From an optimization exercise on the open Yosys and OpenROAD flow, aimed at small area and a short achievable clock period; shortcuts taken in it are not production practice.
In this exercise RTL edits were held to simulation tests only and were not proved equivalent to the original.
No activity file was given, so power comes from the tool's default toggle rates.

==> flow/design.v (excerpt) <==
module cpu (
    input wire clk,
    input wire reset,
    output wire [31:0] mem_addr,
    output wire        mem_wr,
    output wire [31:0] mem_wdata,
    input  wire [31:0] mem_rdata
);
    wire PC_write, MEM_wr, IR_write, B_write, MDR_write, ALUReg_write;
    wire EPC_write, REG_write;
    wire [1:0] reg_dst, except, MEM_toMDR, BtoC, ALU_srcA;
    wire [2:0] IorD, ALU_srcB, ALU_OP, PC_src;
    wire [3:0] MEM_toreg;
    wire loadA, minit, mstep;
    wire wsel_hi  = (BtoC == 2'b01) || (BtoC == 2'b10);
    wire wsel_mid = (BtoC == 2'b10);
    wire OV, EQ, GT, LT;
    reg [31:0] PC, IR, A, B, ALUOut, EPC, Hi, Lo;
    reg        q;
    reg        epc_valid, hl_valid;
    wire [5:0]  OPCODE = IR[31:26];
    wire [5:0]  FUNCT  = IR[5:0];
    wire [4:0]  RS     = IR[25:21];
    wire [4:0]  RT     = IR[20:16];
    wire [4:0]  RD     = IR[15:11];
    wire [15:0] IMM    = IR[15:0];
    wire [31:0] IMM_SX = {{16{IMM[15]}}, IMM};
    wire [31:0] valid;         
    reg [1:0]  phase;
    always @(posedge clk or posedge reset) begin
        if (reset)
            phase <= 2'd0;
        else
            phase <= phase + 2'd1;
    end
    wire        imm_shift = (OPCODE == 6'h00) && (FUNCT[5:2] == 4'b0000);
    wire [4:0]  raddr = (B_write || imm_shift) ? RT : RS;
    wire [1:0]  rpos = raddr[1:0] + phase;
    wire [31:0] rsel = (32'b1 << {raddr[4:2], rpos}) & valid;
    wire [31:0] rf [0:31];      
    wire [31:0] rdata;
    genvar rb, rk;
    generate
        for (rb = 0; rb < 32; rb = rb + 1) begin : rd_bit
            wire [31:0] col;
            for (rk = 0; rk < 32; rk = rk + 1) begin : rd_reg
                assign col[rk] = rf[rk][rb];
            end
            rf_read_bit u_rd (.d(col), .sel(rsel), .y(rdata[rb]));
        end
    endgenerate
    reg  [4:0]  waddr;
    always @* begin
        case (reg_dst)
            2'b00: waddr = RT;
            2'b01: waddr = RD;
            2'b10: waddr = 5'd29;
            default: waddr = 5'd31;
        endcase
    end
    wire [31:0] sh_out;
    shifter u_sh (.A(A), .B(B[4:0]), .FUNCT(FUNCT), .SHAMT(IMM[10:6]), .Y(sh_out));
    reg        wp;
    reg [4:0]  wp_addr;
    reg [3:0]  wp_sel;
    wire [4:0] w_addr = wp ? wp_addr : waddr;
    wire [3:0] w_sel  = wp ? wp_sel : MEM_toreg;
    wire       w_req  = wp | REG_write;
  ...
clock: 16.0 ns
lec_check: 0
cap_margin: 20
core_margin: 2
core_utilization: 55
slew_margin: 20
synth_hierarchical: 1
standard.sh (not shown) runs the stock make flow with config.mk's settings and CLKGATE_MAP_FILE= SYNTH_SCRIPT=/design/flow/synth_recipe.tcl, a recipe that flattens the netlist after the stock synthesis.
==> flow/flow/run.sh <==
#!/bin/bash
# Layout flow: the standard synthesis, then the standard ORFS steps with
#  - small plain buffers on the ports (buf_2 instead of the default delay-cell pick; timing repair sizes the critical ones),
#  - timing repair free to change cell footprints and aiming below the 16 ns clock,
#  - a clock tree of clkbuf_8 leaf buffers driving up to 14 flip-flops, no dummy loads.
set -euo pipefail
cd "$(dirname "$0")/.."
bash standard.sh synth > flow_synth.log 2>&1
bash standard.sh \
  "BUFFER_PORTS_ARGS=-buffer_cell sky130_fd_sc_hd__buf_2" \
  MATCH_CELL_FOOTPRINT=0 \
  SETUP_SLACK_MARGIN=9.3 \
  "CTS_ARGS=-sink_clustering_enable -repair_clock_nets -sink_clustering_size 14 -sink_clustering_max_diameter 70 -buf_list sky130_fd_sc_hd__clkbuf_8 -dont_use_dummy_load" \
  finish > flow_layout.log 2>&1
Change:
--- a/flow/design.v
+++ b/flow/design.v
@@ -473,21 +473,21 @@
         IR <= IR_d;
     reg [31:0] mdr_in;
     always @* begin
         case (MEM_toMDR)
             2'b01:   mdr_in = {{16{mem_rdata[15]}}, mem_rdata[15:0]};
             2'b10:   mdr_in = {{24{mem_rdata[7]}}, mem_rdata[7:0]};
             default: mdr_in = mem_rdata;
         endcase
     end
     wire [31:0] A_d;
-    hold_mux u_a_h (.d(loadA ? rdata : mdr_in), .q(A), .en(loadA | MDR_write), .y(A_d));
+    sel_mux3 u_a_h (.d0(rdata), .s0(loadA), .d1(mdr_in), .s1(MDR_write), .q(A), .y(A_d));
     always @(posedge clk)
         A <= A_d;
     wire [31:0] B_d;
     hold_mux u_b_h (.d(rdata), .q(B), .en(B_write), .y(B_d));
     always @(posedge clk or posedge reset) begin
         if (reset)
             B <= 32'b0;
         else
             B <= B_d;
     end
@@ -526,22 +526,28 @@
     end
     wire [31:0] PC_d;
     hold_mux u_pc_h (.d(pc_in), .q(PC), .en(PC_write), .y(PC_d));
     always @(posedge clk or posedge reset) begin
         if (reset)
             PC <= 32'b0;
         else
             PC <= PC_d;
     end
     wire [31:0] Hi_d, Lo_d;
-    hold_mux u_hi_h (.d(minit ? 32'b0 : {alu_s[31], alu_s[31:1]}), .q(Hi), .en(minit | mstep), .y(Hi_d));
-    hold_mux u_lo_h (.d(minit ? A : {alu_s[0], Lo[31:1]}), .q(Lo), .en(minit | mstep), .y(Lo_d));
+    wire        m_hold = ~(minit | mstep);
+    genvar mb;
+    generate
+        for (mb = 0; mb < 32; mb = mb + 1) begin : mh
+            ao22 u_hi (.a0(mb == 31 ? alu_s[31] : alu_s[mb+1]), .b0(mstep), .a1(Hi[mb]), .b1(m_hold), .y(Hi_d[mb]));
+        end
+    endgenerate
+    sel_mux3 u_lo_h (.d0(A), .s0(minit), .d1({alu_s[0], Lo[31:1]}), .s1(mstep), .q(Lo), .y(Lo_d));
     always @(posedge clk) begin
         Hi <= Hi_d;
         Lo <= Lo_d;
         if (minit)
             q <= 1'b0;
         else if (mstep)
             q <= Lo[0];
     end
     assign mem_addr  = (IorD == 3'b001) ? ALUOut :
                        (IorD == 3'b010) ? {30'd63, except == 2'b00 ? 2'b01 : 2'b10} :
@@ -742,10 +748,32 @@
     output wire y
 );
     assign y = ~(a | b | c | d);
 endmodule
 module nand4 (
     input  wire a, b, c, d,
     output wire y
 );
     assign y = ~(a & b & c & d);
 endmodule
+module sel_mux3 (
+    input  wire [31:0] d0,
+    input  wire        s0,
+    input  wire [31:0] d1,
+    input  wire        s1,
+    input  wire [31:0] q,
+    output wire [31:0] y
+);
+    wire h = ~(s0 | s1);
+    genvar i;
+    generate
+        for (i = 0; i < 32; i = i + 1) begin : b
+            ao222 u (.a0(d0[i]), .b0(s0), .a1(d1[i]), .b1(s1), .a2(q[i]), .b2(h), .y(y[i]));
+        end
+    endgenerate
+endmodule
+module ao222 (
+    input  wire a0, b0, a1, b1, a2, b2,
+    output wire y
+);
+    assign y = (a0 & b0) | (a1 & b1) | (a2 & b2);
+endmodule
Effect: Die area falls by about 1.1%; synthesized area falls by 1.1%; non-clock buffer count rises by 2; synthesized cell count falls by about 1.7%; power falls by 17%; global-route usage rises by 0.30 points; clock power hardly moves; routed wire length barely changes; sequential power falls by about 10%; final cell count falls by about 1.3%; cell area falls by 0.61%; setup slack got worse by 0.046 ns; maximum frequency falls by 0.67%; sequential share of layout area rises by 0.32 points.

## separate check: timing with driven ports
No port has a modelled driver above. Below, the same layouts with a new extraction and two added sets of constraints. Step 1 (the two cells are an assumption about what drives the block):
set clk [get_ports {clk}]
set_driving_cell -lib_cell sky130_fd_sc_hd__clkbuf_16 $clk
set_driving_cell -lib_cell sky130_fd_sc_hd__buf_2 [delete_from_list [all_inputs] $clk]
Step 2 also shifts input and output timing later by t, the mid clock arrival at the registers, as if the neighbouring blocks saw the same clock. a / b / c = no drivers / after step 1 / after step 2; a / b = the first two.
run	t, ns	setup WS [ns]	worst hold slack (ns)	slew at the worst register clock pin (ns)	pins driven straight from the clock port
the first run	0.831	9.239 / 9.174 / 9.174	0.288 / 0.288 / 0.288	0.10 / 0.10	1
the second run	0.841	9.194 / 9.137 / 9.137	0.282 / 0.282 / 0.282	0.10 / 0.10	1
After both steps setup and hold are still met in every run listed. The setup slack of the first run, which loses most, moves by -0.065 ns with the drivers and by -0.065 ns with both steps.
